What follows belongs to an exercise in optimizing a design on an open flow for small area; a production flow would make more cautious choices.
At most, simulation tests tie the RTL to the original design; equivalence was not proved.
No functional check of the RTL was part of run 7.
Power is estimated from default activity; no workload was simulated.

--- constraint.sdc ---
create_clock -name core_clock -period 6.0 [get_ports {clk}]
set_input_delay 1.2000 -clock core_clock [delete_from_list [all_inputs] [get_ports {clk}]]
set_output_delay 1.2000 -clock core_clock [all_outputs]
set_load 0.01 [all_outputs]
--- config.mk ---
export PLATFORM = sky130hd
export DESIGN_NAME = CPU
export DESIGN_NICKNAME = CPU
export VERILOG_FILES = /design/flow/design.v
export SDC_FILE = /design/flow/constraint.sdc
export NUM_CORES = 4
export LEC_CHECK = 0
export CAP_MARGIN = 20
export CORE_MARGIN = 2
export CORE_UTILIZATION = 40
export SLEW_MARGIN = 20
export SYNTH_HIERARCHICAL = 1
--- run.sh ---
#!/bin/bash
# synth_recipe.tcl (not shown) runs the flow's synth.tcl, then flattens the netlist and writes it again
# the make line also repeats each setting of config.mk as NAME=value (left out here)
make -C /OpenROAD-flow-scripts/flow DESIGN_CONFIG=/design/flow/config.mk WORK_HOME=/design/flow/orfs CLKGATE_MAP_FILE= SYNTH_SCRIPT=/design/flow/synth_recipe.tcl finish
--- design.v ---
module CPU(
    clk,
    inst,
    reset,
    address,
    out_data,
    store
);
    input clk;
    input reset;
    input [7:0] inst;
    output [7:0] address;
    output [7:0] out_data;
    output store;
    reg [7:0] ir;
    reg [7:0] pc;
    reg [7:0] r0, r1, r2, r3;
    wire [3:0] op = ir[7:4];
    always @(posedge clk) begin
        ir[3:0] <= inst[3:0];
        ir[6]   <= inst[6];
        ir[7]   <= inst[7] & ~reset;
        ir[5]   <= inst[5] | reset;
        ir[4]   <= inst[4] | reset;
    end
    wire [3:0] irn;
    g_inv u_irn0 (.a(ir[0]), .y(irn[0]));
    g_inv u_irn1 (.a(ir[1]), .y(irn[1]));
    g_inv u_irn2 (.a(ir[2]), .y(irn[2]));
    g_inv u_irn3 (.a(ir[3]), .y(irn[3]));
    wire ena, enb, cin;
    g_nand2 u_ena (.a(op[1]), .b(op[0]), .y(ena));
    g_inv   u_enb (.a(op[1]), .y(enb));
    g_or2   u_cin (.a(op[1]), .b(op[0]), .y(cin));
    wire [3:0] na, nb;
    g_nand3 u_na0 (.a(irn[3]), .b(irn[2]), .c(ena), .y(na[0]));
    g_nand3 u_na1 (.a(irn[3]), .b(ir[2]),  .c(ena), .y(na[1]));
    g_nand3 u_na2 (.a(ir[3]),  .b(irn[2]), .c(ena), .y(na[2]));
    g_nand3 u_na3 (.a(ir[3]),  .b(ir[2]),  .c(ena), .y(na[3]));
    g_nand3 u_nb0 (.a(irn[1]), .b(irn[0]), .c(enb), .y(nb[0]));
    g_nand3 u_nb1 (.a(irn[1]), .b(ir[0]),  .c(enb), .y(nb[1]));
    g_nand3 u_nb2 (.a(ir[1]),  .b(irn[0]), .c(enb), .y(nb[2]));
    g_nand3 u_nb3 (.a(ir[1]),  .b(ir[0]),  .c(enb), .y(nb[3]));
    wire [7:0] a, b, bx, alu;
    wire [8:0] c;
    assign c[0] = cin;
    genvar i;
    generate
        for (i = 0; i < 8; i = i + 1) begin : g_bit
            rd_mux u_ma (.r0(r0[i]), .r1(r1[i]), .r2(r2[i]), .r3(r3[i]), .n(na), .y(a[i]));
            rd_mux u_mb (.r0(r0[i]), .r1(r1[i]), .r2(r2[i]), .r3(r3[i]), .n(nb), .y(b[i]));
            g_xor2 u_bx (.a(b[i]), .b(op[0]), .y(bx[i]));
            g_fa   u_fa (.a(a[i]), .b(bx[i]), .ci(c[i]), .s(alu[i]), .co(c[i+1]));
        end
    endgenerate
    wire keep, ldr, we, rstn;
    g_inv   u_rstn (.a(reset), .y(rstn));
    g_nor2  u_keep (.a(op[2]), .b(reset), .y(keep));
    g_and2  u_ldr  (.a(op[2]), .b(rstn), .y(ldr));
    g_orn   u_we   (.a(op[3]), .bn(op[1]), .y(we));
    wire [7:0] wdr;
    g_a22o u_wd0 (.a1(alu[0]), .a2(keep), .b1(ir[0]), .b2(ldr), .y(wdr[0]));
    g_a22o u_wd1 (.a1(alu[1]), .a2(keep), .b1(ir[1]), .b2(ldr), .y(wdr[1]));
    generate
        for (i = 2; i < 8; i = i + 1) begin : g_wd
            g_and2 u_wd (.a(alu[i]), .b(keep), .y(wdr[i]));
        end
    endgenerate
    wire [3:0] en;
    g_a31o u_en0 (.a1(we), .a2(irn[3]), .a3(irn[2]), .b(reset), .y(en[0]));
    g_a31o u_en1 (.a1(we), .a2(irn[3]), .a3(ir[2]),  .b(reset), .y(en[1]));
    g_a31o u_en2 (.a1(we), .a2(ir[3]),  .a3(irn[2]), .b(reset), .y(en[2]));
    g_a31o u_en3 (.a1(we), .a2(ir[3]),  .a3(ir[2]),  .b(reset), .y(en[3]));
    always @(posedge clk) begin
        if (en[0]) r0 <= wdr;
        if (en[1]) r1 <= wdr;
        if (en[2]) r2 <= wdr;
        if (en[3]) r3 <= wdr;
    end
    wire [3:0] imm;
    generate
        for (i = 0; i < 4; i = i + 1) begin : g_imm
            g_and2 u_imm (.a(ir[i]), .b(op[3]), .y(imm[i]));
        end
    endgenerate
    wire [7:0] addr, npc, pcd;
    wire [8:1] ca;
    wire [8:0] ci;
    g_ha  u_a0 (.a(pc[0]), .b(imm[0]), .s(addr[0]), .co(ca[1]));
    g_fa  u_a1 (.a(pc[1]), .b(imm[1]), .ci(ca[1]), .s(addr[1]), .co(ca[2]));
    g_fa  u_a2 (.a(pc[2]), .b(imm[2]), .ci(ca[2]), .s(addr[2]), .co(ca[3]));
    g_fa  u_a3 (.a(pc[3]), .b(imm[3]), .ci(ca[3]), .s(addr[3]), .co(ca[4]));
    g_ha  u_a4 (.a(pc[4]), .b(ca[4]), .s(addr[4]), .co(ca[5]));
    g_ha  u_a5 (.a(pc[5]), .b(ca[5]), .s(addr[5]), .co(ca[6]));
    g_ha  u_a6 (.a(pc[6]), .b(ca[6]), .s(addr[6]), .co(ca[7]));
    g_xor2 u_a7 (.a(pc[7]), .b(ca[7]), .y(addr[7]));
    g_inv u_ci (.a(op[3]), .y(ci[0]));
    generate
        for (i = 0; i < 7; i = i + 1) begin : g_inc
            g_ha u_inc (.a(addr[i]), .b(ci[i]), .s(npc[i]), .co(ci[i+1]));
        end
        for (i = 0; i < 8; i = i + 1) begin : g_pcr
            g_and2 u_pcr (.a(npc[i]), .b(rstn), .y(pcd[i]));
        end
    endgenerate
    g_xor2 u_inc7 (.a(addr[7]), .b(ci[7]), .y(npc[7]));
    always @(posedge clk)
        pc <= pcd;
    assign store = op[1] & ~op[0];
    assign out_data = alu;
    assign address = addr;
endmodule
module rd_mux(r0, r1, r2, r3, n, y);
    input r0, r1, r2, r3;
    input [3:0] n;
    output y;
    wire x01, x23;
    g_o22ai u_01 (.a1(r0), .a2(n[0]), .b1(r1), .b2(n[1]), .y(x01));
    g_o22ai u_23 (.a1(r2), .a2(n[2]), .b1(r3), .b2(n[3]), .y(x23));
    g_nor2  u_y  (.a(x01), .b(x23), .y(y));
endmodule
module g_inv(a, y);
    input a; output y;
    assign y = ~a;
endmodule
module g_nand2(a, b, y);
    input a, b; output y;
    assign y = ~(a & b);
endmodule
module g_nor2(a, b, y);
    input a, b; output y;
    assign y = ~(a | b);
endmodule
module g_or2(a, b, y);
    input a, b; output y;
    assign y = a | b;
endmodule
module g_and2(a, b, y);
    input a, b; output y;
    assign y = a & b;
endmodule
module g_orn(a, bn, y);
    input a, bn; output y;
    assign y = a | ~bn;
endmodule
module g_nand3(a, b, c, y);
    input a, b, c; output y;
    assign y = ~(a & b & c);
endmodule
module g_xor2(a, b, y);
    input a, b; output y;
    assign y = a ^ b;
endmodule
module g_o22ai(a1, a2, b1, b2, y);
    input a1, a2, b1, b2; output y;
    assign y = ~((a1 | a2) & (b1 | b2));
endmodule
module g_a22o(a1, a2, b1, b2, y);
    input a1, a2, b1, b2; output y;
    assign y = (a1 & a2) | (b1 & b2);
endmodule
module g_a31o(a1, a2, a3, b, y);
    input a1, a2, a3, b; output y;
    assign y = (a1 & a2 & a3) | b;
endmodule
module g_ha(a, b, s, co);
    input a, b; output s, co;
    assign s = a ^ b;
    assign co = a & b;
endmodule
module g_fa(a, b, ci, s, co);
    input a, b, ci; output s, co;
    assign s = a ^ b ^ ci;
    assign co = (a & b) | (ci & (a ^ b));
endmodule
==> results.json, run 1 <==
{
  "synthCells": 176,
  "die_y_um": 79.3,
  "antenna_found_initial": 0,
  "core_area_um2": 5510,
  "antenna_cells": 0,
  "final_cell_area_um2": 2840,
  "globalRouteTotalUtil_pct": 18.0,
  "port_buffers": 26,
  "ctsLongestPathBuffers": 2,
  "slew_headroom_pct": 57.2,
  "drt_iter0_drc": 108,
  "cp_slowest_stage_delay_ns": 0.56,
  "setup_slack_ns": 0.187,
  "fin_nets": 250,
  "area_delta_synth_final_pct": 25.1,
  "cts_tree": "built",
  "post_dp_cell_area_um2": 2690,
  "power_density_nw_per_um2": 313,
  "reg2reg_slack_ns": 1.52,
  "die-area_um2": 6290,
  "place.gp.congestion": 0.873,
  "postSynthAreaPerCell_um2": 12.9,
  "avgRoutedWirePerCell_um": 18.0,
  "path_cells": "inv_2, nand3_2, o22ai_2, nor2_1, xor2_1, fa_2, fa_2, fa_1, fa_2, fa_2, fa_1, fa_2, fa_1, clkdlybuf4s15_2",
  "post_cts_buffers": 0,
  "cp_data_required_time_ns": 4.80,
  "clkTransAtPathRegs_ns": 0.09,
  "cp_slowest_cell": "fa_1",
  "rsz0062_at_grt": "false",
  "cts_sinks": 48,
  "cts_root_buf": "clkbuf_8",
  "grt_max_degree": 15,
  "path_max_fanout": 5,
  "row_count": 27,
  "p_leak_nw": 1.12,
  "syn_nets": 208,
  "grt_remaining_overflow": 0,
  "ant_nets": 0,
  "post-route-period-util_pct": 96.9,
  "ys_ff_latch": 48,
  "worst-setup-path-type": "flip-flop to primary output",
  "final-setup-viol-count": 0,
  "routed_wl_um": 5250,
  "fill_cells": 488,
  "cts-hold-fix-buffers": 0,
  "critPathCaptureType": "primary output",
  "peakVddDrop_uv": 133,
  "fp.dieW_um": 79.3,
  "yosys_warnings": 7,
  "final_cells": 291,
  "max_clock_freq_mhz": 172,
  "pin_count": 27,
  "max-cap-violations": 0,
  "dr.pass1.iters": 4,
  "synth_cell_types": 16,
  "drive_gt1_share_pct": 14.6,
  "dpl.cell_count": 283,
  "hold_violations": 0,
  "worstMarginPinSlew_ns": 0.640,
  "outcome": "finished clean",
  "cp_num_buf_inv": 2,
  "dpl.hpwl_um": 3760,
  "clk_latency_ns": 0.30,
  "critPathLaunchType": "flip-flop",
  "total_power_mw": 0.888,
  "yosysSeqAreaShare_pct": 56.4,
  "pre_cts_slack_ns": -0.0307,
  "critPathTopFamily": "adder cells",
  "slew_viol_final": 0,
  "via_per_inst": 5.45,
  "vias": 1586,
  "utilization_pct": 51.6,
  "skew_ns": 0.00810,
  "worstPathArrival_ns": 4.61,
  "crit_top_cell": "fa_2",
  "initial_utilization_pct": 41.2,
  "min_period_ns": 5.81,
  "holdCritPathClass": "flip-flop to flip-flop",
  "grt_pass1_vias": 1623,
  "cts_buffers": 5,
  "netlist_area_um2": 2270,
  "drc": 0,
  "htree_levels": 2,
  "grt_pass1_wl_um": 8280
}
## stage by stage
stage | hold slack [ns] | setup TNS, ns
floorplan | 0.591 | 0
global placement | 0.642 | 0
detailed placement | 0.637 | -0.0307
CTS | 0.657 | 0
global route | 0.691 | 0
finish | 0.650 | 0
## layout by cell type, fill, tap and decap left out, types with 3 or more instances in the layout
master / Yosys / final
a31o_1: 4 / 4
nor2_1: 17 / 17
dfxtp_1: 16 / 13
clkbuf_8: 0 / 6
o22ai_1: 32 / 31
and2_1: 19 / 19
fa_1: 11 / 6
inv_2: 0 / 3
or2_1: 3 / 3
nand3_1: 8 / 6
inv_1: 7 / 4
xor2_1: 10 / 10
fa_2: 0 / 5
buf_4: 0 / 9
ha_1: 11 / 11
clkdlybuf4s50_1: 0 / 25
dfxtp_2: 0 / 3
edfxtp_1: 32 / 32
## registers in the layout (all words and copies together), names as in the netlist
register / flops
ir: 8
pc: 8
r0: 8
r1: 8
r2: 8
r3: 8
## modules after synthesis (local to each module, per instance), a selection
module,area (um^2),flip-flops and latches,cells inside,times used
CPU,1310,48,52,1
g_a22o,8.76,0,1,2
g_a31o,8.76,0,1,4
g_and2,6.26,0,1,19
g_fa,20.0,0,1,11
g_ha,12.5,0,1,11
g_inv,3.75,0,1,7
g_nand2,3.75,0,1,1
g_nand3,5.00,0,1,8
g_nor2,3.75,0,1,17
g_o22ai,6.26,0,1,32
g_xor2,8.76,0,1,10
## synth_stat cells
cell type / count / area [um^2]
dfxtp_1: 16 / 320
nand3_1: 8 / 40.0
or2_1: 3 / 18.8
a31o_1: 4 / 35.0
nand2b_1: 1 / 6.26
nor2_1: 17 / 63.8
a22o_1: 2 / 17.5
edfxtp_1: 32 / 961
nand2_1: 1 / 3.75
and2_1: 19 / 119
xor2_1: 10 / 87.6
o22ai_1: 32 / 200
inv_1: 7 / 26.3
ha_1: 11 / 138
nor2b_1: 2 / 12.5
fa_1: 11 / 220
## where the power goes
group / switching (mW) / total (mW) / internal (mW)
clock network: 0.101 / 0.235 / 0.134
registers: 0.0235 / 0.425 / 0.401
logic: 0.108 / 0.228 / 0.120
## cell type report
| class | instances | area (um^2) | area share [%] |
|---|---|---|---|
| Inverter | 7 | 26.3 | 0.925 |
| Multi-Input combinational cell | 121 | 993 | 35.0 |
| Clock inverter | 2 | 33.8 | 1.19 |
| Tap cell | 72 | 90.1 | 3.17 |
| Clock buffer | 6 | 82.6 | 2.91 |
| Sequential cell | 48 | 1280 | 45.2 |
| Timing Repair Buffer | 35 | 329 | 11.6 |
## tightest hold or removal path, delay by kind of cell, from the launching register on
kind	cells	cell delay, ns
buffers and inverters	1	0.06
and+or+nand+nor	1	0.11
adders and majority gates	1	0.10
DFF	1	0.35
## cell families after synthesis
group	share of synthesized area, %
AND/OR/NAND/NOR	11.6
flip-flops	56.4
buffers and inverters	1.16
adder cells (fa/ha/maj)	15.8
XOR/XNOR	3.86
AO/OA/AOI/OAI	11.1
## path summary, 6_finish.rpt
| path | startpoint | end | depth (start not counted) |
|---|---|---|---|
| hold reg to reg | ir[7] | pc[0] | 3 |
| setup / recovery | ir[5] | out_data[7] | 14 |
| setup reg to reg | ir[5] | r1[7] | 14 |
| hold / removal | ir[7] | pc[0] | 3 |
## repair_timing
item | 4_1_cts | 5_1_grt
resized for setup | 6 | 12
pin swaps | 0 | 2
setup endpoints to repair | 2 | 2
## per-layer routing
layer	GRT usage, %	routed length, um
met3	4.09	234
met4	5.52	73
met5	0	0
met1	23.2	2220
met2	30.3	2720
==> run 2: changes to the inputs <==
--- a/design.v
+++ b/design.v
@@ -44,3 +44,3 @@
     wire [7:0] a, b, bx, alu;
-    wire [8:0] c;
+    wire [7:0] c;
     assign c[0] = cin;
@@ -52,3 +52,9 @@
             g_xor2 u_bx (.a(b[i]), .b(op[0]), .y(bx[i]));
-            g_fa   u_fa (.a(a[i]), .b(bx[i]), .ci(c[i]), .s(alu[i]), .co(c[i+1]));
+            if (i < 7) begin : g_lo
+                g_fa u_fa (.a(a[i]), .b(bx[i]), .ci(c[i]), .s(alu[i]), .co(c[i+1]));
+            end else begin : g_hi
+                wire t;
+                g_xor2 u_x0 (.a(a[i]), .b(c[i]), .y(t));
+                g_xor2 u_x1 (.a(t), .b(bx[i]), .y(alu[i]));
+            end
         end
@@ -68,40 +74,49 @@
     endgenerate
-    wire [3:0] en;
-    g_a31o u_en0 (.a1(we), .a2(irn[3]), .a3(irn[2]), .b(reset), .y(en[0]));
-    g_a31o u_en1 (.a1(we), .a2(irn[3]), .a3(ir[2]),  .b(reset), .y(en[1]));
-    g_a31o u_en2 (.a1(we), .a2(ir[3]),  .a3(irn[2]), .b(reset), .y(en[2]));
-    g_a31o u_en3 (.a1(we), .a2(ir[3]),  .a3(ir[2]),  .b(reset), .y(en[3]));
-    always @(posedge clk) begin
-        if (en[0]) r0 <= wdr;
-        if (en[1]) r1 <= wdr;
-        if (en[2]) r2 <= wdr;
-        if (en[3]) r3 <= wdr;
-    end
-    wire [3:0] imm;
+    wire [3:0] enn, en;
+    g_a31oi u_en0 (.a1(we), .a2(irn[3]), .a3(irn[2]), .b(reset), .y(enn[0]));
+    g_a31oi u_en1 (.a1(we), .a2(irn[3]), .a3(ir[2]),  .b(reset), .y(enn[1]));
+    g_a31oi u_en2 (.a1(we), .a2(ir[3]),  .a3(irn[2]), .b(reset), .y(enn[2]));
+    g_a31oi u_en3 (.a1(we), .a2(ir[3]),  .a3(ir[2]),  .b(reset), .y(enn[3]));
+    g_inv u_enp0 (.a(enn[0]), .y(en[0]));
+    g_inv u_enp1 (.a(enn[1]), .y(en[1]));
+    g_inv u_enp2 (.a(enn[2]), .y(en[2]));
+    g_inv u_enp3 (.a(enn[3]), .y(en[3]));
+    wire [7:0] d0, d1, d2, d3;
     generate
-        for (i = 0; i < 4; i = i + 1) begin : g_imm
-            g_and2 u_imm (.a(ir[i]), .b(op[3]), .y(imm[i]));
+        for (i = 0; i < 8; i = i + 1) begin : g_rf
+            g_a22o u_d0 (.a1(en[0]), .a2(wdr[i]), .b1(enn[0]), .b2(r0[i]), .y(d0[i]));
+            g_a22o u_d1 (.a1(en[1]), .a2(wdr[i]), .b1(enn[1]), .b2(r1[i]), .y(d1[i]));
+            g_a22o u_d2 (.a1(en[2]), .a2(wdr[i]), .b1(enn[2]), .b2(r2[i]), .y(d2[i]));
+            g_a22o u_d3 (.a1(en[3]), .a2(wdr[i]), .b1(enn[3]), .b2(r3[i]), .y(d3[i]));
         end
     endgenerate
-    wire [7:0] addr, npc, pcd;
-    wire [8:1] ca;
-    wire [8:0] ci;
-    g_ha  u_a0 (.a(pc[0]), .b(imm[0]), .s(addr[0]), .co(ca[1]));
-    g_fa  u_a1 (.a(pc[1]), .b(imm[1]), .ci(ca[1]), .s(addr[1]), .co(ca[2]));
-    g_fa  u_a2 (.a(pc[2]), .b(imm[2]), .ci(ca[2]), .s(addr[2]), .co(ca[3]));
-    g_fa  u_a3 (.a(pc[3]), .b(imm[3]), .ci(ca[3]), .s(addr[3]), .co(ca[4]));
-    g_ha  u_a4 (.a(pc[4]), .b(ca[4]), .s(addr[4]), .co(ca[5]));
-    g_ha  u_a5 (.a(pc[5]), .b(ca[5]), .s(addr[5]), .co(ca[6]));
-    g_ha  u_a6 (.a(pc[6]), .b(ca[6]), .s(addr[6]), .co(ca[7]));
-    g_xor2 u_a7 (.a(pc[7]), .b(ca[7]), .y(addr[7]));
-    g_inv u_ci (.a(op[3]), .y(ci[0]));
+    always @(posedge clk) begin
+        r0 <= d0;
+        r1 <= d1;
+        r2 <= d2;
+        r3 <= d3;
+    end
+    wire op3n;
+    g_inv u_op3n (.a(op[3]), .y(op3n));
+    wire [3:0] bi;
+    g_nand2 u_b0 (.a(irn[0]), .b(op[3]), .y(bi[0]));
+    g_nor2  u_b1 (.a(irn[1]), .b(op3n), .y(bi[1]));
+    g_nor2  u_b2 (.a(irn[2]), .b(op3n), .y(bi[2]));
+    g_nor2  u_b3 (.a(irn[3]), .b(op3n), .y(bi[3]));
+    wire [7:0] npc, pcd, addr;
+    wire [7:1] k;
+    g_ha  u_p0 (.a(pc[0]), .b(bi[0]), .s(npc[0]), .co(k[1]));
+    g_fa  u_p1 (.a(pc[1]), .b(bi[1]), .ci(k[1]), .s(npc[1]), .co(k[2]));
+    g_fa  u_p2 (.a(pc[2]), .b(bi[2]), .ci(k[2]), .s(npc[2]), .co(k[3]));
+    g_fa  u_p3 (.a(pc[3]), .b(bi[3]), .ci(k[3]), .s(npc[3]), .co(k[4]));
+    g_ha  u_p4 (.a(pc[4]), .b(k[4]), .s(npc[4]), .co(k[5]));
+    g_ha  u_p5 (.a(pc[5]), .b(k[5]), .s(npc[5]), .co(k[6]));
+    g_ha  u_p6 (.a(pc[6]), .b(k[6]), .s(npc[6]), .co(k[7]));
+    g_xor2 u_p7 (.a(pc[7]), .b(k[7]), .y(npc[7]));
     generate
-        for (i = 0; i < 7; i = i + 1) begin : g_inc
-            g_ha u_inc (.a(addr[i]), .b(ci[i]), .s(npc[i]), .co(ci[i+1]));
-        end
-        for (i = 0; i < 8; i = i + 1) begin : g_pcr
+        for (i = 0; i < 8; i = i + 1) begin : g_pc
             g_and2 u_pcr (.a(npc[i]), .b(rstn), .y(pcd[i]));
+            g_a22o u_adr (.a1(npc[i]), .a2(op[3]), .b1(pc[i]), .b2(op3n), .y(addr[i]));
         end
     endgenerate
-    g_xor2 u_inc7 (.a(addr[7]), .b(ci[7]), .y(npc[7]));
     always @(posedge clk)
@@ -161,5 +176,5 @@
 endmodule
-module g_a31o(a1, a2, a3, b, y);
+module g_a31oi(a1, a2, a3, b, y);
     input a1, a2, a3, b; output y;
-    assign y = (a1 & a2 & a3) | b;
+    assign y = ~((a1 & a2 & a3) | b);
 endmodule
--- a/config.mk
+++ b/config.mk
@@ -10,2 +10,6 @@
 export CORE_UTILIZATION = 40
+export CTS_BUF_LIST = sky130_fd_sc_hd__clkbuf_8 sky130_fd_sc_hd__clkbuf_16
+export CTS_CLUSTER_DIAMETER = 300
+export CTS_CLUSTER_SIZE = 50
+export GPL_TIMING_DRIVEN = 0
 export SLEW_MARGIN = 20
==> run 2 against run 1 <==
Net effect:
- clock power up 2%
- core utilization up 3.6 points
- fmax about the same
- highest routed layer unchanged
- routed wire length up 11%
- global-route usage up 1.6 points
- hold slack worse by 0.14 ns
==> results.json, run 2 <==
{
  "via_per_inst": 5.71,
  "critPathCaptureType": "primary output",
  "cp_slowest_stage_delay_ns": 0.40,
  "initial_utilization_pct": 42.2,
  "critPathLaunchType": "flip-flop",
  "cts_root_buf": "clkbuf_8",
  "worst-setup-path-type": "flip-flop to primary output",
  "ys_ff_latch": 48,
  "port_buffers": 26,
  "dpl.cell_count": 309,
  "worstPathArrival_ns": 4.61,
  "grt_max_degree": 17,
  "slew_headroom_pct": 29.8,
  "reg2reg_slack_ns": 1.36,
  "routed_wl_um": 5820,
  "cts_sinks": 48,
  "synth_flop_cell": "dfxtp_1",
  "min_period_ns": 5.81,
  "power_density_nw_per_um2": 326,
  "post-route-period-util_pct": 96.8,
  "globalRouteTotalUtil_pct": 19.6,
  "synth_top_cell_by_area": "dfxtp_1",
  "yosysSeqAreaShare_pct": 43.8,
  "synth.most_common_cell": "dfxtp_1",
  "total_power_mw": 0.936,
  "cp_num_buf_inv": 2,
  "final_cell_area_um2": 2870,
  "vias": 1872,
  "area_delta_synth_final_pct": 30.8,
  "fp.dieW_um": 78.1,
  "fin_nets": 281,
  "cp-startpoint": "ir[0]",
  "synth_top_family_by_area": "compound AO/OA/AOI/OAI gates",
  "dr.pass1.iters": 4,
  "die-area_um2": 6100,
  "avgRoutedWirePerCell_um": 17.7,
  "worstMarginPinSlew_ns": 1.05,
  "core_area_um2": 5200,
  "syn_nets": 237,
  "p_leak_nw": 1.16,
  "cp_data_required_time_ns": 4.80,
  "synth_simple_gate_area_share_pct": 11.6,
  "skew_ns": 0.0136,
  "pin_count": 27,
  "synthMuxAreaShare_pct": 0,
  "hold_violations": 0,
  "setup_slack_ns": 0.189,
  "pre_cts_slack_ns": -0.502,
  "synth_compound_area_share_pct": 27.0,
  "drt_iter0_drc": 131,
  "cts_tree": "built",
  "outcome": "finished clean",
  "ctsLongestPathBuffers": 2,
  "cp_slowest_cell": "fa_2",
  "synth_fa_ha_area_share_pct": 11.4,
  "synth_xor_area_share_pct": 4.39,
  "netlist_area_um2": 2200,
  "final_cell_mix": "a22o_1 (42), dfxtp_1 (42), o22ai_1 (31)",
  "postSynthAreaPerCell_um2": 10.3,
  "yosys_warnings": 7,
  "path_cells": "inv_2, nand3_4, o22ai_1, nor2_1, xor2_1, fa_2, fa_2, fa_2, fa_1, fa_1, fa_1, fa_1, xor2_1, xor2_1, buf_2",
  "final-setup-viol-count": 0,
  "antenna_found_initial": 0,
  "peakVddDrop_uv": 212,
  "max-cap-violations": 0,
  "drive_gt1_share_pct": 17.1,
  "clkTransAtPathRegs_ns": 0.10,
  "post_dp_cell_area_um2": 2540,
  "drc": 0,
  "slew_viol_final": 0,
  "critPathTopFamily": "adder cells",
  "grt_pass1_wl_um": 9140,
  "holdCritStartpoint": "r0[7]",
  "row_count": 26,
  "place.gp.congestion": 0.787,
  "synthTopCellsByCount": "dfxtp_1 (48), a22o_1 (42), o22ai_1 (32)",
  "synth_edf_count": 0,
  "htree_levels": 2,
  "clk_latency_ns": 0.30,
  "die_y_um": 78.1,
  "max_clock_freq_mhz": 172,
  "crit_top_cell": "fa_1",
  "antenna_cells": 0,
  "ant_nets": 0,
  "grt_pass1_vias": 1835,
  "fin_setup_tns_ns": 0,
  "synth_cell_types": 15,
  "synth_area_leaders": "dfxtp_1 (44%), a22o_1 (17%), fa_1 (9.1%), o22ai_1 (9.1%), xor2_1 (4.4%)",
  "dpl.hpwl_um": 3650,
  "grt_remaining_overflow": 0,
  "reg2reg_from": "ir[0]",
  "holdCritPathClass": "flip-flop to flip-flop",
  "path_max_fanout": 4,
  "synth_top_area_share_pct": 43.8,
  "final_cells": 328,
  "ys_async_sr_fraction_pct": 0,
  "cts_buffers": 5,
  "synthCells": 213
}
==> run 2: cells by family after synthesis <==
group	Yosys count
AND/OR/NAND/NOR	51
flip-flops	48
adder cells (fa/ha/maj)	14
buffers and inverters	11
XOR/XNOR	11
AO/OA/AOI/OAI	78
==> run 2: worst reg2reg max path: cells and delay by family (launching register included) <==
kind                       cells  cell delay [ns]
AOI/OAI and AO/OA              2             0.42
xor gates and xnor gates       3             0.50
adders and majority gates      7             2.72
buffers and inverters          1             0.12
DFF                            1             0.38
and+or+nand+nor                3             0.39
==> run 2: worst paths after layout <==
kind | to | cells past startpoint
setup reg to reg | r1[7] | 16
setup / recovery | out_data[7] | 15
hold / removal | r0[7] | 1
hold reg to reg | r0[7] | 1
==> run 2: metrics by stage <==
stage | hold slack [ns] | util, %
floorplan | 0.464 | -
global placement | 0.478 | 48.9
detailed placement | 0.482 | 48.9
CTS | 0.512 | 53.9
global route | 0.531 | 55.2
finish | 0.512 | 55.2
==> run 2: layout make-up <==
| cell class | count | area [um^2] |
|---|---|---|
| Tap cell | 70 | 87.6 |
| Multi-Input combinational cell | 154 | 1320 |
| Sequential cell | 48 | 971 |
| Clock buffer | 5 | 68.8 |
| Fill cell | 483 | 2330 |
| Inverter | 11 | 43.8 |
| Clock inverter | 3 | 46.3 |
| Timing Repair Buffer | 37 | 340 |
==> run 2: repair_timing <==
item	4_1_cts	5_1_grt
hold buffers	0	0
endpoints found under the setup margin	3	2
pin swaps	3	3
resized for setup	34	6
endpoints found under the hold margin	0	0
setup buffers	3	8
==> run 2: modules after synthesis (local to each module, per instance), a selection <==
module | cells inside | flops+latches | times used
g_inv | 1 | 0 | 11
g_nand2 | 1 | 0 | 2
CPU | 52 | 48 | 1
g_ha | 1 | 0 | 4
g_and2 | 1 | 0 | 15
g_orn | 1 | 0 | 1
g_o22ai | 1 | 0 | 32
g_a31oi | 1 | 0 | 4
g_fa | 1 | 0 | 10
g_or2 | 1 | 0 | 1
g_nor2 | 1 | 0 | 20
g_nand3 | 1 | 0 | 8
g_a22o | 1 | 0 | 42
g_xor2 | 1 | 0 | 11
==> run 2: layer usage <==
metal	vias to the layer above	share of wire (%)	GRT usage, %
met5	-	0	0
met4	0	1.2	6.32
met3	6	6.7	2.87
met2	64	47	30.5
met1	910	45	28.0
li1	892	-	-
==> run 2: where the power goes <==
| group | switching, mW | internal, mW | total [mW] |
|---|---|---|---|
| logic | 0.133 | 0.155 | 0.287 |
| clock network | 0.114 | 0.126 | 0.240 |
| registers | 0.0411 | 0.368 | 0.409 |
==> run 3: changes to the inputs <==
--- a/config.mk
+++ b/config.mk
@@ -10,5 +10,2 @@
 export CORE_UTILIZATION = 40
-export CTS_BUF_LIST = sky130_fd_sc_hd__clkbuf_8 sky130_fd_sc_hd__clkbuf_16
-export CTS_CLUSTER_DIAMETER = 300
-export CTS_CLUSTER_SIZE = 50
 export GPL_TIMING_DRIVEN = 0
==> run 3 against run 2 <==
Net effect:
- worst setup slack did not move
- final cell count did not move
- critical path depth did not move
- routed wire length did not move
- power did not move
- cell area did not move
- clock-buffer cell count did not move
- sequential power barely moved
- clock skew did not move
- non-clock buffer count did not move
- global-route usage did not move
- highest routed layer unchanged
==> results.json, run 3 <==
{
  "cts_tree": "built",
  "min_to": "r0[7]",
  "die-area_um2": 6100,
  "cp_slowest_stage_delay_ns": 0.40,
  "clk_latency_ns": 0.30,
  "grt_max_degree": 17,
  "peakVddDrop_uv": 212,
  "ctsLongestPathBuffers": 2,
  "yosysSeqAreaShare_pct": 43.8,
  "vias": 1872,
  "avgRoutedWirePerCell_um": 17.7,
  "cp_slowest_cell": "fa_2",
  "outcome": "finished clean",
  "area_delta_synth_final_pct": 30.8,
  "cts_buffers": 5,
  "cts-hold-fix-buffers": 0,
  "critPathTopFamily": "adder cells",
  "die_y_um": 78.1,
  "max-cap-violations": 0,
  "worst-setup-path-type": "flip-flop to primary output",
  "grt_pass1_vias": 1835,
  "worstMarginPinSlew_ns": 1.05,
  "port_buffers": 26,
  "initial_utilization_pct": 42.2,
  "row_count": 26,
  "rr_endpoint": "r1[7]",
  "cts_root_buf": "clkbuf_8",
  "reg2reg_slack_ns": 1.36,
  "synthTopCellsByCount": "dfxtp_1 (48), a22o_1 (42), o22ai_1 (32)",
  "grt_pass1_wl_um": 9140,
  "crit_cells": 15,
  "worstRegToRegCells": 16,
  "slew_viol_final": 0,
  "critPathCaptureType": "primary output",
  "skew_ns": 0.0136,
  "synth_flop_cell": "dfxtp_1",
  "synth_top_area_share_pct": 43.8,
  "cp_num_buf_inv": 2,
  "pwr-share-clk_pct": 25.6,
  "crit_top_cell": "fa_1",
  "cts_sinks": 48,
  "yosys_warnings": 7,
  "min_period_ns": 5.81,
  "p_leak_nw": 1.16,
  "post_dp_cell_area_um2": 2540,
  "path_cells": "inv_2, nand3_4, o22ai_1, nor2_1, xor2_1, fa_2, fa_2, fa_2, fa_1, fa_1, fa_1, fa_1, xor2_1, xor2_1, buf_2",
  "dr.pass1.iters": 4,
  "synthCells": 213,
  "ys_async_sr_fraction_pct": 0,
  "fin_setup_tns_ns": 0,
  "fill_cells": 483,
  "pin_count": 27,
  "max_clock_freq_mhz": 172,
  "place.gp.congestion": 0.787,
  "antenna_found_initial": 0,
  "final_cell_mix": "a22o_1 (42), dfxtp_1 (42), o22ai_1 (31)",
  "post-route-period-util_pct": 96.8,
  "hold_violations": 0,
  "via_per_inst": 5.71,
  "reg2reg_from": "ir[0]",
  "holdCritStartpoint": "r0[7]",
  "seq_area_um2": 971,
  "dpl.hpwl_um": 3650,
  "multiInputGateArea_um2": 1320,
  "synth_edf_count": 0,
  "globalRouteTotalUtil_pct": 19.6,
  "ant_nets": 0,
  "syn_nets": 237,
  "drive_gt1_share_pct": 17.1,
  "slew_headroom_pct": 29.8,
  "netlist_area_um2": 2200,
  "routed_wl_um": 5820,
  "cp_data_required_time_ns": 4.80,
  "switchingPower_mw": 0.288,
  "clkTransAtPathRegs_ns": 0.10,
  "synth.most_common_cell": "dfxtp_1",
  "power_frac_comb_pct": 30.7,
  "synth_area_leaders": "dfxtp_1 (44%), a22o_1 (17%), fa_1 (9.1%), o22ai_1 (9.1%), xor2_1 (4.4%)",
  "swShare_pct": 30.8,
  "postSynthAreaPerCell_um2": 10.3,
  "drc": 0,
  "core_area_um2": 5200,
  "power_density_nw_per_um2": 326,
  "holdPathStages": 1,
  "p_int_mw": 0.648,
  "antenna_cells": 0,
  "path_max_fanout": 4,
  "holdWs_ns": 0.512,
  "critPathLaunchType": "flip-flop",
  "synth_cell_types": 15,
  "synth_top_cell_by_area": "dfxtp_1",
  "grt_remaining_overflow": 0,
  "holdCritPathClass": "flip-flop to flip-flop",
  "worstPathArrival_ns": 4.61,
  "final_cell_area_um2": 2870,
  "final-setup-viol-count": 0,
  "total_power_mw": 0.936,
  "fin_nets": 281,
  "drt_iter0_drc": 131,
  "p_seq_share_pct": 43.7,
  "ys_ff_latch": 48,
  "htree_levels": 2,
  "fp.dieW_um": 78.1,
  "utilization_pct": 55.2
}
-- run 3: cell counts after synthesis --
Identical to the previous run, type by type.
-- run 3: how the worst max path moves through the flow --
stage,slack [ns],end,from
after floorplan,0.60,out_data[7],ir[4]
after global placement,-0.52,out_data[7],ir[4]
after detailed placement,-0.50,out_data[7],ir[4]
after CTS,0.008,out_data[7],ir[1]
after global routing,-0.007,out_data[7],ir[0]
final,0.19,out_data[7],ir[0]
-- run 3: metrics by stage --
stage	setup WS, ns	cells
final	0.189	328
after global routing	-0.00718	328
after CTS	0.00826	320
after detailed placement	-0.502	309
after global placement	-0.519	309
after floorplan	0.602	213
-- run 3: cells by family (layout without fill, tap and decap cells) --
group,count (synthesis),after routing,share of synthesized area [%]
adder cells (fa/ha/maj),14,14,11.4
AND/OR/NAND/NOR,51,51,11.6
XOR/XNOR,11,11,4.39
flip-flops,48,48,43.8
AO/OA/AOI/OAI,78,78,27.0
buffers and inverters,11,56,1.88
-- run 3: routing by layer --
metal,vias to the layer above,global-route usage (%),wire length [um]
li1,892,-,-
met1,910,28.0,2620
met2,64,30.5,2740
met3,6,2.87,391
met4,0,6.32,70
met5,-,0,0
-- run 3: final cells by class --
| type | count | share of cell area, % |
|---|---|---|
| clock inverter | 3 | 1.61 |
| multi-input combinational | 154 | 45.8 |
| timing repair buffer | 37 | 11.8 |
| tap | 70 | 3.05 |
| sequential | 48 | 33.8 |
| clock buffer | 5 | 2.40 |
| inverter | 11 | 1.52 |
-- run 3: repair_timing --
action                     in CTS  in global routing
buffers inserted                3                  8
pin swaps                       3                  3
setup endpoints to repair       3                  2
gates cloned                    0                  0
gates resized for setup        34                  6
-- run 3: Yosys stat by module, one instance, submodules excluded, excerpt --
module,cells inside,area [um^2],flip-flops and latches
g_nand2,1,3.75,0
g_and2,1,6.26,0
CPU,52,986,48
g_a31oi,1,6.26,0
g_a22o,1,8.76,0
g_xor2,1,8.76,0
g_nand3,1,5.00,0
g_o22ai,1,6.26,0
g_inv,1,3.75,0
g_nor2,1,3.75,0
g_orn,1,6.26,0
g_fa,1,20.0,0
g_ha,1,12.5,0
g_or2,1,6.26,0
-- run 3: power by group through the flow --
stage | clock (mW) | sequential [mW] | combinational (mW)
after floorplan | 0 | 0.405 | 0.173
after global placement | 0 | 0.413 | 0.276
after detailed placement | 0 | 0.413 | 0.280
after CTS | 0.244 | 0.409 | 0.287
after global routing | 0.257 | 0.416 | 0.319
final | 0.240 | 0.409 | 0.287
==> run 4: changes to the inputs <==
--- a/config.mk
+++ b/config.mk
@@ -10,3 +10,2 @@
 export CORE_UTILIZATION = 40
-export GPL_TIMING_DRIVEN = 0
 export SLEW_MARGIN = 20
==> run 4 against run 3 <==
Net effect:
- sequential share of layout area rose by 1.7 points
- synthesized area did not move
- combinational power fell by 2%
- largest cell class unchanged
==> results.json, run 4 <==
{
  "path_max_fanout": 5,
  "dpl.cell_count": 318,
  "synth_top_area_share_pct": 43.8,
  "path_cells": "inv_1, nand3_1, o22ai_1, nor2_1, xor2_1, fa_1, fa_1, fa_1, fa_1, fa_1, fa_1, fa_1, xor2_1, xor2_1, clkbuf_2",
  "core_area_um2": 5200,
  "critPathTopFamily": "adder cells",
  "max_clock_freq_mhz": 173,
  "slew_headroom_pct": 26.0,
  "synth_area_leaders": "dfxtp_1 (44%), a22o_1 (17%), fa_1 (9.1%), o22ai_1 (9.1%), xor2_1 (4.4%)",
  "initial_utilization_pct": 42.2,
  "grt_pass1_wl_um": 9230,
  "post-route-period-util_pct": 96.5,
  "total_power_mw": 0.892,
  "final-setup-viol-count": 0,
  "pin_count": 27,
  "peakVddDrop_uv": 137,
  "utilization_pct": 52.2,
  "worst-setup-path-type": "flip-flop to primary output",
  "critPathCaptureType": "primary output",
  "htree_levels": 2,
  "ys_async_sr_fraction_pct": 0,
  "dpl.hpwl_um": 3850,
  "row_count": 26,
  "post_dp_cell_area_um2": 2610,
  "fin_nets": 279,
  "cp_slowest_cell": "fa_1",
  "cts_sinks": 48,
  "die_y_um": 78.1,
  "crit_top_cell": "fa_1",
  "min_period_ns": 5.79,
  "postSynthAreaPerCell_um2": 10.3,
  "worstMarginPinSlew_ns": 1.10,
  "ctsLongestPathBuffers": 2,
  "holdWs_ns": 0.510,
  "port_buffers": 26,
  "critPathLaunchType": "flip-flop",
  "via_per_inst": 5.62,
  "post_cts_buffers": 0,
  "ys_ff_latch": 48,
  "routed_wl_um": 5640,
  "area_delta_synth_final_pct": 23.7,
  "cts_buffers": 5,
  "globalRouteTotalUtil_pct": 20.0,
  "fill_cells": 498,
  "synth.most_common_cell": "dfxtp_1",
  "cp_data_required_time_ns": 4.80,
  "drive_gt1_share_pct": 8.20,
  "dr.pass1.iters": 4,
  "synth_flop_cell": "dfxtp_1",
  "die-area_um2": 6100,
  "p_leak_nw": 1.13,
  "hold_violations": 0,
  "final_common_cell": "dfxtp_1",
  "avgRoutedWirePerCell_um": 17.3,
  "outcome": "finished clean",
  "clk_latency_ns": 0.30,
  "antenna_found_initial": 0,
  "yosysSeqAreaShare_pct": 43.8,
  "final_cells": 326,
  "setup_slack_ns": 0.208,
  "skew_ns": 0.00675,
  "worstPathArrival_ns": 4.59,
  "yosys_warnings": 7,
  "grt_pass1_vias": 1822,
  "drc": 0,
  "fin_setup_tns_ns": 0,
  "holdCritPathClass": "flip-flop to flip-flop",
  "max-cap-violations": 0,
  "synth_top_cell_by_area": "dfxtp_1",
  "place.gp.congestion": 0.838,
  "final_cell_mix": "dfxtp_1 (46), a22o_1 (42), o22ai_1 (31)",
  "ant_nets": 0,
  "cts_tree": "built",
  "clkTransAtPathRegs_ns": 0.08,
  "vias": 1831,
  "cp_num_buf_inv": 2,
  "slew_viol_final": 0,
  "cts_root_buf": "clkbuf_8",
  "seq_area_um2": 963,
  "synthCells": 213,
  "synth_edf_count": 0,
  "power_density_nw_per_um2": 328,
  "fp.dieW_um": 78.1,
  "pre_cts_slack_ns": 0.149,
  "drt_iter0_drc": 184,
  "cp_slowest_stage_delay_ns": 0.43,
  "synth_cell_types": 15,
  "netlist_area_um2": 2200,
  "antenna_cells": 0,
  "multiInputGateArea_um2": 1200,
  "synthTopCellsByCount": "dfxtp_1 (48), a22o_1 (42), o22ai_1 (32)",
  "final_cell_area_um2": 2720,
  "grt_max_degree": 15,
  "grt_remaining_overflow": 0,
  "syn_nets": 237,
  "cts-hold-fix-buffers": 0
}
[run 4: area by class of cell]
class	count	area share, %
Tap cell	70	3.22
Sequential cell	48	35.5
Multi-Input combinational cell	154	44.4
Timing Repair Buffer	35	12.0
Clock inverter	1	0.276
Clock buffer	7	3.18
Inverter	11	1.52
[run 4: Yosys stat by module, one instance, submodules excluded, excerpt]
module   flops+latches  cells inside  area (um^2)
CPU                 48            52          986
g_fa                 0             1         20.0
g_ha                 0             1         12.5
g_a22o               0             1         8.76
g_xor2               0             1         8.76
g_a31oi              0             1         6.26
g_and2               0             1         6.26
g_o22ai              0             1         6.26
g_or2                0             1         6.26
g_orn                0             1         6.26
g_nand3              0             1         5.00
g_inv                0             1         3.75
g_nand2              0             1         3.75
g_nor2               0             1         3.75
[run 4: worst reg2reg max path, delay by kind of cell (launching register included)]
family,cells,cell delay [ns]
and+or+nand+nor,3,0.40
buffers and inverters,1,0.11
xor gates and xnor gates,3,0.52
AOI/OAI and AO/OA,2,0.40
DFF,1,0.35
adders and majority gates,7,2.75
[run 4: report_power, final]
group          internal (mW)  switching (mW)
clock                 0.0938           0.109
combinational          0.151           0.130
sequential             0.368          0.0408
[run 4: logic make-up after synthesis]
kind of cell	after synthesis	share of synthesized area [%]
fa+ha+maj	14	11.4
flops	48	43.8
xor+xnor	11	4.39
simple gates	51	11.6
buf+inv	11	1.88
compound gates	78	27.0
[run 4: routing by layer]
metal | wire length, um | vias up | GRT usage [%]
li1 | - | 887 | -
met1 | 2660 | 853 | 29.1
met2 | 2370 | 81 | 27.8
met3 | 506 | 10 | 4.94
met4 | 103 | 0 | 9.12
met5 | 0 | - | 0
[run 4: what timing repair did]
action                     CTS  global route
setup endpoints to repair    1             2
gates resized for setup      1             7
pin swaps                    0             1
[run 4: path summary, 6_finish.rpt]
check        startpoint  cells after the start  slack (ns)     endpoint
max               ir[5]                     15        0.21  out_data[7]
min               r1[5]                      1        0.51        r1[5]
max reg2reg       ir[5]                     16        1.37        r3[7]
min reg2reg       r1[5]                      1        0.51        r1[5]
==> run 5: changes to the inputs <==
==> flow/run.sh (new file) <==
#!/bin/bash
set -e
export BUFFER_PORTS_ARGS="-buffer_cell sky130_fd_sc_hd__buf_1"
bash standard.sh > standard.log 2>&1
==> standard.sh (new file) <==
#!/bin/bash
# synth_recipe.tcl (not shown) runs the flow's synth.tcl, then flattens the netlist and writes it again
# the make line also repeats each setting of config.mk as NAME=value (left out here)
make -C /OpenROAD-flow-scripts/flow DESIGN_CONFIG=/design/flow/config.mk WORK_HOME=/design/flow/orfs CLKGATE_MAP_FILE= SYNTH_SCRIPT=/design/flow/synth_recipe.tcl "${@:-finish}"
removed: run.sh
==> run 5 against run 4 <==
Net effect:
- worst setup slack improved by 0.11 ns
- sequential share of layout area is 1.8 points higher
- clock power up 16%
- still clean
- cell area decreased by 5.0%
- largest power group unchanged
==> results.json, run 5 <==
{
  "clk_latency_ns": 0.30,
  "max_clock_freq_mhz": 176,
  "critPathTopFamily": "adder cells",
  "ys_ff_latch": 48,
  "p_leak_nw": 1.08,
  "crit_top_cell": "fa_1",
  "initial_utilization_pct": 42.2,
  "skew_ns": 0.00274,
  "avgRoutedWirePerCell_um": 16.9,
  "postSynthAreaPerCell_um2": 10.3,
  "swShare_pct": 31.9,
  "synth_top_cell_by_area": "dfxtp_1",
  "ys_async_sr_fraction_pct": 0,
  "fin_setup_tns_ns": 0,
  "final_cell_mix": "dfxtp_1 (48), a22o_1 (42), o22ai_1 (32)",
  "cts_sinks": 48,
  "final-setup-viol-count": 0,
  "utilization_pct": 49.6,
  "synth.most_common_cell": "dfxtp_1",
  "worstPathArrival_ns": 4.48,
  "reg2reg_from": "ir[5]",
  "port_buffers": 26,
  "holdCritPathClass": "flip-flop to flip-flop",
  "die_y_um": 78.1,
  "synthTopCellsByCount": "dfxtp_1 (48), a22o_1 (42), o22ai_1 (32)",
  "max-cap-violations": 0,
  "dr.pass1.iters": 4,
  "rr_endpoint": "r0[7]",
  "synth_top_area_share_pct": 43.8,
  "post_cts_buffers": 0,
  "core_area_um2": 5200,
  "cp-startpoint": "ir[5]",
  "grt_max_degree": 16,
  "power_frac_comb_pct": 27.1,
  "post_dp_cell_area_um2": 2460,
  "switchingPower_mw": 0.282,
  "endpoint": "out_data[7]",
  "worst-setup-path-type": "flip-flop to primary output",
  "setup_slack_ns": 0.316,
  "place.gp.congestion": 0.834,
  "slew_viol_final": 0,
  "cts_tree": "built",
  "yosysSeqAreaShare_pct": 43.8,
  "post-route-period-util_pct": 94.7,
  "antenna_cells": 0,
  "via_per_inst": 5.75,
  "drive_gt1_share_pct": 8.53,
  "synth_edf_count": 0,
  "clkTransAtPathRegs_ns": 0.09,
  "reg2reg_slack_ns": 1.50,
  "cts_root_buf": "clkbuf_8",
  "path_max_fanout": 5,
  "worstRegToRegCells": 16,
  "vias": 1886,
  "globalRouteTotalUtil_pct": 19.6,
  "syn_nets": 237,
  "synth_flop_cell": "dfxtp_1",
  "crit_cells": 15,
  "grt_remaining_overflow": 0,
  "pwr-share-clk_pct": 26.7,
  "grt_pass1_vias": 1733,
  "fp.dieW_um": 78.1,
  "synthCells": 213,
  "p_int_mw": 0.601,
  "cp_data_required_time_ns": 4.80,
  "die-area_um2": 6100,
  "p_seq_share_pct": 46.2,
  "critPathCaptureType": "primary output",
  "dpl.hpwl_um": 3750,
  "fin_nets": 281,
  "final_common_cell": "dfxtp_1",
  "peakVddDrop_uv": 184,
  "htree_levels": 2,
  "yosys_warnings": 7,
  "ant_nets": 0,
  "cp_slowest_cell": "fa_1",
  "drc": 0,
  "holdPathStages": 1,
  "worstMarginPinSlew_ns": 1.02,
  "row_count": 26,
  "cp_slowest_stage_delay_ns": 0.43,
  "outcome": "finished clean",
  "antenna_found_initial": 0,
  "drt_iter0_drc": 184,
  "netlist_area_um2": 2200,
  "grt_pass1_wl_um": 9140,
  "cts_buffers": 5,
  "cp_num_buf_inv": 2,
  "rsz0062_at_grt": "false",
  "slew_headroom_pct": 32.0,
  "area_delta_synth_final_pct": 17.6,
  "path_cells": "inv_1, nand3_1, o22ai_1, nor2_1, xor2_1, fa_1, fa_2, fa_2, fa_1, fa_1, fa_1, fa_1, xor2_1, xor2_1, buf_2",
  "hold_violations": 0,
  "final_cell_area_um2": 2580,
  "critPathLaunchType": "flip-flop",
  "routed_wl_um": 5550,
  "min_period_ns": 5.68,
  "pin_count": 27,
  "power_density_nw_per_um2": 342,
  "ctsLongestPathBuffers": 2,
  "synth_cell_types": 15,
  "holdWs_ns": 0.509,
  "synth_area_leaders": "dfxtp_1 (44%), a22o_1 (17%), fa_1 (9.1%), o22ai_1 (9.1%), xor2_1 (4.4%)",
  "pre_cts_slack_ns": 0.532
}
-- run 5: power by group through the flow --
stage	combinational [mW]	sequential, mW	clock [mW]
5_1_grt	0.269	0.415	0.257
6_report	0.239	0.408	0.236
3_5_place_dp	0.238	0.414	0
3_3_place_gp	0.238	0.414	0
2_1_floorplan	0.173	0.405	0
4_1_cts	0.239	0.408	0.242
-- run 5: final cells by class --
class | count | area (um^2)
inverters | 11 | 41.3
flip-flops and latches | 48 | 961
repair buffers | 37 | 181
fillers | 499 | 2620
clock inverters | 3 | 42.5
well taps | 70 | 87.6
multi-input cells | 154 | 1200
clock buffers | 5 | 68.8
-- run 5: timing repair --
action	CTS	global route
setup endpoints to repair	0	1
resized for setup	0	4
hold buffers	0	0
-- run 5: through the flow --
| step | total power [mW] | instances |
|---|---|---|
| after floorplan | 0.578 | 213 |
| after global placement | 0.652 | 320 |
| after detailed placement | 0.652 | 320 |
| after CTS | 0.888 | 328 |
| after global routing | 0.941 | 328 |
| final | 0.883 | 328 |
-- run 5: kinds of logic (layout without fill, tap and decap cells) --
group / Yosys count / count (layout) / synth area share, %
AOI/OAI and AO/OA: 78 / 78 / 27.0
and+or+nand+nor: 51 / 51 / 11.6
DFF: 48 / 48 / 43.8
adders and majority gates: 14 / 14 / 11.4
xor gates and xnor gates: 11 / 11 / 4.39
buffers and inverters: 11 / 56 / 1.88
-- run 5: routing by layer --
| layer | vias to the layer above | routed length [um] | global-route usage (%) |
|---|---|---|---|
| met5 | - | 0 | 0 |
| met4 | 0 | 131 | 7.37 |
| met3 | 16 | 456 | 3.91 |
| met2 | 71 | 2390 | 25.7 |
| met1 | 904 | 2570 | 31.2 |
| li1 | 895 | - | - |
-- run 5: how the worst min path moves through the flow --
stage / from / end / slack [ns]
after floorplan: r1[0] / r1[0] / 0.46
after global placement: r2[7] / r2[7] / 0.48
after detailed placement: r1[7] / r1[7] / 0.48
after CTS: r3[3] / r3[3] / 0.51
after global routing: r2[1] / r2[1] / 0.52
final: r1[7] / r1[7] / 0.51
-- run 5: per-module statistics from Yosys (local to each module, per instance), excerpt --
module   cell area (um^2)  cells inside  times used
g_xor2               8.76             1          11
g_ha                 12.5             1           4
g_nand2              3.75             1           2
g_o22ai              6.26             1          32
CPU                   986            52           1
g_inv                3.75             1          11
g_a22o               8.76             1          42
g_a31oi              6.26             1           4
g_or2                6.26             1           1
g_and2               6.26             1          15
g_orn                6.26             1           1
g_nand3              5.00             1           8
==> run 6: changes to the inputs <==
==> flow/run.sh (replaced) <==
#!/bin/bash
set -e
export BUFFER_PORTS_ARGS="-buffer_cell sky130_fd_sc_hd__buf_1"
export CTS_ARGS="-sink_clustering_enable -repair_clock_nets -buf_list sky130_fd_sc_hd__clkbuf_8 -sink_clustering_size 30 -dont_use_dummy_load"
bash standard.sh > standard.log 2>&1
==> run 6 against run 5 <==
Net effect:
- still clean
- sequential share of layout area grew 0.62 points
- power shrank 6.8%
- clock skew grew 0.012 ns
- critical endpoint unchanged
- largest cell class unchanged
- largest power group unchanged
==> results.json, run 6 <==
{
  "skew_ns": 0.0148,
  "slew_viol_final": 0,
  "ys_async_sr_fraction_pct": 0,
  "grt_remaining_overflow": 0,
  "drive_gt1_share_pct": 7.45,
  "pin_count": 27,
  "final_common_cell": "dfxtp_1",
  "synthMuxAreaShare_pct": 0,
  "clkTransAtPathRegs_ns": 0.09,
  "globalRouteTotalUtil_pct": 19.6,
  "synth_xor_area_share_pct": 4.39,
  "max_clock_freq_mhz": 176,
  "p_seq_share_pct": 49.6,
  "fill_cells": 501,
  "path_max_fanout": 5,
  "pwr-share-clk_pct": 21.3,
  "ys_ff_latch": 48,
  "grt_max_degree": 16,
  "p_int_mw": 0.553,
  "port_buffers": 26,
  "area_delta_synth_final_pct": 15.6,
  "p_leak_nw": 1.06,
  "drc": 0,
  "power_density_nw_per_um2": 324,
  "max-cap-violations": 0,
  "critPathLaunchType": "flip-flop",
  "synth_top_area_share_pct": 43.8,
  "rr_endpoint": "r0[7]",
  "grt_pass1_wl_um": 9110,
  "die_y_um": 78.1,
  "reg2reg_from": "ir[5]",
  "worstPathArrival_ns": 4.48,
  "fin_setup_tns_ns": 0,
  "worst-setup-path-type": "flip-flop to primary output",
  "htree_levels": 2,
  "utilization_pct": 48.8,
  "cts_root_buf": "clkbuf_8",
  "synthCells": 213,
  "cts-hold-fix-buffers": 0,
  "synth_area_leaders": "dfxtp_1 (44%), a22o_1 (17%), fa_1 (9.1%), o22ai_1 (9.1%), xor2_1 (4.4%)",
  "synth_edf_count": 0,
  "holdCritStartpoint": "r2[1]",
  "antenna_cells": 0,
  "place.gp.congestion": 0.834,
  "dr.pass1.iters": 4,
  "power_frac_comb_pct": 29.1,
  "die-area_um2": 6100,
  "worstRegToRegCells": 16,
  "hold_violations": 0,
  "netlist_area_um2": 2200,
  "swShare_pct": 32.8,
  "peakVddDrop_uv": 142,
  "routed_wl_um": 5600,
  "pre_cts_slack_ns": 0.532,
  "dpl.hpwl_um": 3750,
  "vias": 1882,
  "synth_top_cell_by_area": "dfxtp_1",
  "drt_iter0_drc": 209,
  "fp.dieW_um": 78.1,
  "synth_cell_types": 15,
  "min_to": "r2[1]",
  "clk_latency_ns": 0.30,
  "post-route-period-util_pct": 94.7,
  "postSynthAreaPerCell_um2": 10.3,
  "reg2reg_slack_ns": 1.49,
  "holdPathStages": 1,
  "core_area_um2": 5200,
  "outcome": "finished clean",
  "final_cell_mix": "dfxtp_1 (48), a22o_1 (42), o22ai_1 (32)",
  "via_per_inst": 5.79,
  "yosysSeqAreaShare_pct": 43.8,
  "row_count": 26,
  "cts_tree": "built",
  "cts_sinks": 48,
  "syn_nets": 237,
  "final-setup-viol-count": 0,
  "synth_top_family_by_area": "compound AO/OA/AOI/OAI gates",
  "synth_fa_ha_area_share_pct": 11.4,
  "worstMarginPinSlew_ns": 1.04,
  "synth_simple_gate_area_share_pct": 11.6,
  "setup_slack_ns": 0.318,
  "rsz0062_at_grt": "false",
  "initial_utilization_pct": 42.2,
  "synth_flop_cell": "dfxtp_1",
  "critPathCaptureType": "primary output",
  "cts_buffers": 5,
  "antenna_found_initial": 0,
  "slew_headroom_pct": 30.3,
  "synth.most_common_cell": "dfxtp_1",
  "synth_compound_area_share_pct": 27.0,
  "holdCritPathClass": "flip-flop to flip-flop",
  "yosys_warnings": 7,
  "ant_nets": 0,
  "ctsLongestPathBuffers": 2,
  "min_period_ns": 5.68,
  "grt_pass1_vias": 1731,
  "synthTopCellsByCount": "dfxtp_1 (48), a22o_1 (42), o22ai_1 (32)",
  "switchingPower_mw": 0.270,
  "fin_nets": 281,
  "cp_data_required_time_ns": 4.80,
  "avgRoutedWirePerCell_um": 17.2
}
## run 6: cell counts after synthesis
No cell type changed its count.
## run 6: how the worst max path moves through the flow
stage | startpoint | end | slack (ns)
3_3_place_gp | ir[5] | out_data[7] | 0.59
3_5_place_dp | ir[5] | out_data[7] | 0.53
2_1_floorplan | ir[4] | out_data[7] | 0.60
5_1_grt | ir[5] | out_data[7] | 0.05
4_1_cts | ir[5] | out_data[7] | 0.16
6_report | ir[5] | out_data[7] | 0.32
## run 6: layout make-up
type	count	area, um^2	area share (%)
Sequential cell	48	961	37.9
Timing Repair Buffer	37	181	7.15
Inverter	11	41.3	1.63
Tap cell	70	87.6	3.45
Multi-Input combinational cell	154	1200	47.2
Clock buffer	5	68.8	2.71
## run 6: Yosys stat by module, one instance, submodules excluded, excerpt
module | cell area [um^2] | flops+latches | cells
g_a22o | 8.76 | 0 | 1
g_fa | 20.0 | 0 | 1
g_ha | 12.5 | 0 | 1
g_inv | 3.75 | 0 | 1
g_nand2 | 3.75 | 0 | 1
g_nand3 | 5.00 | 0 | 1
## run 6: cell families (layout without fill, tap and decap cells)
| group | Yosys count | count (layout) |
|---|---|---|
| XOR/XNOR | 11 | 11 |
| adder cells (fa/ha/maj) | 14 | 14 |
| buffers and inverters | 11 | 53 |
| flip-flops | 48 | 48 |
| AND/OR/NAND/NOR | 51 | 51 |
| AO/OA/AOI/OAI | 78 | 78 |
## run 6: power by group through the flow
stage	logic, mW	registers [mW]	clock network, mW
after floorplan	0.173	0.405	0
after global placement	0.238	0.414	0
after detailed placement	0.238	0.414	0
after CTS	0.239	0.408	0.181
after global routing	0.269	0.415	0.196
final	0.240	0.408	0.175
## run 6: worst max-delay path, stage by stage, from the launching register on
cell and delay, ns:
dfxtp_1 0.35, inv_1 0.11, nand3_1 0.11, o22ai_1 0.18
nor2_1 0.07, xor2_1 0.15, fa_1 0.43, fa_2 0.36
fa_2 0.34, fa_1 0.38, fa_1 0.38, fa_1 0.39
fa_1 0.38, xor2_1 0.17, xor2_1 0.21, buf_2 0.16
## run 6: stage by stage
stage / hold WS (ns) / power [mW] / instances / instance area (um^2)
detailed placement: 0.484 / 0.652 / 320 / 2460
floorplan: 0.464 / 0.578 / 213 / 2200
finish: 0.506 / 0.823 / 325 / 2540
global route: 0.519 / 0.880 / 325 / 2540
global placement: 0.480 / 0.652 / 320 / 2460
CTS: 0.509 / 0.827 / 325 / 2530
## run 6: repair_timing
item | CTS | global route
setup buffers | 0 | 0
endpoints found under the setup margin | 0 | 1
resized for setup | 0 | 4
## run 6: layer usage
layer / global-route usage (%) / up-vias / routed length (um)
met3: 3.91 / 16 / 426
met5: 0 / - / 0
met2: 25.6 / 69 / 2400
met1: 31.1 / 909 / 2640
met4: 7.37 / 0 / 127
li1: - / 888 / -
==> run 7: changes to the inputs <==
--- a/design.v
+++ b/design.v
@@ -66,10 +66,7 @@
     g_orn   u_we   (.a(op[3]), .bn(op[1]), .y(we));
-    wire [7:0] wdr;
+    wire [1:0] wdr;
+    wire kn;
     g_a22o u_wd0 (.a1(alu[0]), .a2(keep), .b1(ir[0]), .b2(ldr), .y(wdr[0]));
     g_a22o u_wd1 (.a1(alu[1]), .a2(keep), .b1(ir[1]), .b2(ldr), .y(wdr[1]));
-    generate
-        for (i = 2; i < 8; i = i + 1) begin : g_wd
-            g_and2 u_wd (.a(alu[i]), .b(keep), .y(wdr[i]));
-        end
-    endgenerate
+    g_or2  u_kn  (.a(op[2]), .b(reset), .y(kn));
     wire [3:0] enn, en;
@@ -83,5 +80,10 @@
     g_inv u_enp3 (.a(enn[3]), .y(en[3]));
+    wire [3:0] ek;
+    g_nor2 u_ek0 (.a(enn[0]), .b(kn), .y(ek[0]));
+    g_nor2 u_ek1 (.a(enn[1]), .b(kn), .y(ek[1]));
+    g_nor2 u_ek2 (.a(enn[2]), .b(kn), .y(ek[2]));
+    g_nor2 u_ek3 (.a(enn[3]), .b(kn), .y(ek[3]));
     wire [7:0] d0, d1, d2, d3;
     generate
-        for (i = 0; i < 8; i = i + 1) begin : g_rf
+        for (i = 0; i < 2; i = i + 1) begin : g_rfl
             g_a22o u_d0 (.a1(en[0]), .a2(wdr[i]), .b1(enn[0]), .b2(r0[i]), .y(d0[i]));
@@ -90,2 +92,8 @@
             g_a22o u_d3 (.a1(en[3]), .a2(wdr[i]), .b1(enn[3]), .b2(r3[i]), .y(d3[i]));
+        end
+        for (i = 2; i < 8; i = i + 1) begin : g_rfh
+            g_a22o u_d0 (.a1(ek[0]), .a2(alu[i]), .b1(enn[0]), .b2(r0[i]), .y(d0[i]));
+            g_a22o u_d1 (.a1(ek[1]), .a2(alu[i]), .b1(enn[1]), .b2(r1[i]), .y(d1[i]));
+            g_a22o u_d2 (.a1(ek[2]), .a2(alu[i]), .b1(enn[2]), .b2(r2[i]), .y(d2[i]));
+            g_a22o u_d3 (.a1(ek[3]), .a2(alu[i]), .b1(enn[3]), .b2(r3[i]), .y(d3[i]));
         end
--- a/config.mk
+++ b/config.mk
@@ -7,6 +7,6 @@
 export LEC_CHECK = 0
-export CAP_MARGIN = 20
+export CAP_MARGIN = 0
 export CORE_MARGIN = 2
 export CORE_UTILIZATION = 40
-export SLEW_MARGIN = 20
+export SLEW_MARGIN = 0
 export SYNTH_HIERARCHICAL = 1
==> run 7 against run 6 <==
Net effect:
- power grew 3.1%
- synthesized cell count shrank 0.47%
- final cell count grew 0.62%
- hold slack gained 0.0014 ns
- still clean
- clock power shrank 3%
- combinational power grew 12%
- fmax shrank 1.9%
- clock-buffer cell count is the same
- largest power group unchanged
- first-iteration DRC count shrank 35%
- cell area grew 0.30%
- clock skew grew 0.0095 ns
==> results.json, run 7 <==
{
  "final_cell_mix": "dfxtp_1 (48), a22o_1 (42), o22ai_1 (31)",
  "critPathLaunchType": "flip-flop",
  "core_area_um2": 5170,
  "final-setup-viol-count": 0,
  "die-area_um2": 6060,
  "dr.pass1.iters": 5,
  "antenna_found_initial": 0,
  "swShare_pct": 33.5,
  "max_clock_freq_mhz": 173,
  "seq_area_um2": 961,
  "path_max_fanout": 4,
  "pin_count": 27,
  "drc": 0,
  "pre_cts_slack_ns": 0.516,
  "outcome": "finished clean",
  "grt_pass1_vias": 1786,
  "switchingPower_mw": 0.284,
  "fp.dieW_um": 77.8,
  "initial_utilization_pct": 42.1,
  "worstPathArrival_ns": 4.59,
  "synth_cell_types": 15,
  "synth_edf_count": 0,
  "fin_setup_tns_ns": 0,
  "cts_root_buf": "clkbuf_8",
  "fin_nets": 283,
  "p_seq_share_pct": 48.3,
  "synth_top_cell_by_area": "dfxtp_1",
  "hold_violations": 0,
  "synthTopCellsByCount": "dfxtp_1 (48), a22o_1 (42), o22ai_1 (32)",
  "holdCritPathClass": "flip-flop to flip-flop",
  "drive_gt1_share_pct": 9.34,
  "multiInputGateArea_um2": 1180,
  "cts_buffers": 5,
  "ctsLongestPathBuffers": 2,
  "antenna_cells": 0,
  "peakVddDrop_uv": 206,
  "htree_levels": 2,
  "synth_flop_cell": "dfxtp_1",
  "post-route-period-util_pct": 96.5,
  "slew_headroom_pct": 59.8,
  "avgRoutedWirePerCell_um": 17.1,
  "area_delta_synth_final_pct": 16.8,
  "drt_iter0_drc": 136,
  "cts-hold-fix-buffers": 0,
  "p_leak_nw": 1.06,
  "setup_slack_ns": 0.209,
  "routed_wl_um": 5600,
  "grt_max_degree": 15,
  "vias": 1887,
  "port_buffers": 26,
  "dpl.hpwl_um": 3890,
  "worst-setup-path-type": "flip-flop to primary output",
  "synth.most_common_cell": "dfxtp_1",
  "final_common_cell": "dfxtp_1",
  "use_met2_pct": 28.8,
  "synthCells": 212,
  "fill_cells": 513,
  "ant_nets": 0,
  "die_y_um": 77.8,
  "slew_viol_final": 0,
  "place.gp.congestion": 0.794,
  "rsz0062_at_grt": "false",
  "yosysSeqAreaShare_pct": 44.1,
  "synth_area_leaders": "dfxtp_1 (44%), a22o_1 (17%), fa_1 (9.2%), o22ai_1 (9.2%), xor2_1 (4.4%)",
  "syn_nets": 236,
  "met3_usage_pct": 5.81,
  "busiest_layer": "met1",
  "postSynthAreaPerCell_um2": 10.3,
  "pwr-share-clk_pct": 20.0,
  "grt_remaining_overflow": 0,
  "power_frac_comb_pct": 31.7
}
-- run 7: changes by cell type in the layout (fill, tap and decap cells not counted) --
| cell | previous run | this run |
|---|---|---|
| and2_1 | 15 | 9 |
| buf_4 | 11 | 14 |
| fa_1 | 8 | 10 |
| fa_2 | 2 | 0 |
| inv_1 | 11 | 8 |
| inv_2 | 0 | 3 |
| nor2_1 | 20 | 24 |
| o22ai_1 | 32 | 31 |
| o22ai_2 | 0 | 1 |
| or2_1 | 3 | 4 |
-- run 7: metal layers --
metal,vias to the layer above,wire [um]
met5,-,0
met4,0,74
met3,8,466
met2,87,2490
met1,900,2560
li1,892,-
-- run 7: power groups by stage --
stage	clock, mW	sequential [mW]	combinational (mW)
finish	0.170	0.410	0.269
global route	0.192	0.416	0.300
CTS	0.177	0.408	0.268
detailed placement	0	0.414	0.267
global placement	0	0.415	0.263
floorplan	0	0.405	0.186
-- run 7: logic make-up (layout without fill, tap and decap cells) --
| group | after synthesis | count (layout) | synth area share, % |
|---|---|---|---|
| and+or+nand+nor | 50 | 50 | 10.9 |
| buffers and inverters | 11 | 56 | 1.89 |
| DFF | 48 | 48 | 44.1 |
| AOI/OAI and AO/OA | 78 | 78 | 27.2 |
| adders and majority gates | 14 | 14 | 11.5 |
| xor gates and xnor gates | 11 | 11 | 4.42 |
-- run 7: timing repair --
action / CTS / global route
endpoints found under the setup margin: 0 / 1
resized for setup: 0 / 6
buffers inserted: 0 / 0
-- run 7: critical path, stage by stage, from the launching register on --
cell and delay, ns:
dfxtp_1 0.34, inv_1 0.10, nand3_1 0.12, o22ai_2 0.20
nor2_1 0.07, xor2_1 0.15, fa_1 0.41, fa_1 0.39
fa_1 0.39, fa_1 0.40, fa_1 0.40, fa_1 0.40
fa_1 0.38, xor2_1 0.17, xor2_1 0.20, buf_2 0.16
-- run 7: through the flow --
step | cell area, um^2 | hold slack (ns) | utilization, % | std cells
after CTS | 2540 | 0.508 | 49.1 | 327
after detailed placement | 2470 | 0.484 | 47.8 | 322
after global placement | 2470 | 0.478 | 47.8 | 322
final | 2550 | 0.508 | 49.2 | 327
after global routing | 2550 | 0.521 | 49.2 | 327
after floorplan | 2180 | 0.464 | - | 212
-- run 7: modules after synthesis (local to each module, per instance), excerpt --
module,area [um^2],cells
g_nand2,3.75,1
g_orn,6.26,1
g_nor2,3.75,1
g_xor2,8.76,1
g_a22o,8.76,1
g_and2,6.26,1
g_nand3,5.00,1
g_a31oi,6.26,1
CPU,986,52
g_or2,6.26,1
g_o22ai,6.26,1
g_ha,12.5,1
g_inv,3.75,1
g_fa,20.0,1
-- run 7: cell type report --
type                    count  share of cell area (%)
well taps                  70                    3.44
clock buffers               5                    2.70
repair buffers             40                    8.01
multi-input cells         153                    46.5
inverters                  11                    1.62
flip-flops and latches     48                    37.7
-- run 7: worst paths after layout --
path | startpoint | depth (start not counted) | slack (ns) | end
max | ir[1] | 15 | 0.21 | out_data[7]
min | r1[7] | 1 | 0.51 | r1[7]
max reg2reg | ir[1] | 16 | 1.43 | r0[7]
min reg2reg | r1[7] | 1 | 0.51 | r1[7]

Check on run 7: ideal ports give 0.209 ns setup slack; a clkbuf_16 on the clock port and buf_2 on the inputs give 0.179 ns; moving port delays by the midpoint clock arrival (0.317 ns) as well gives 0.496 ns.
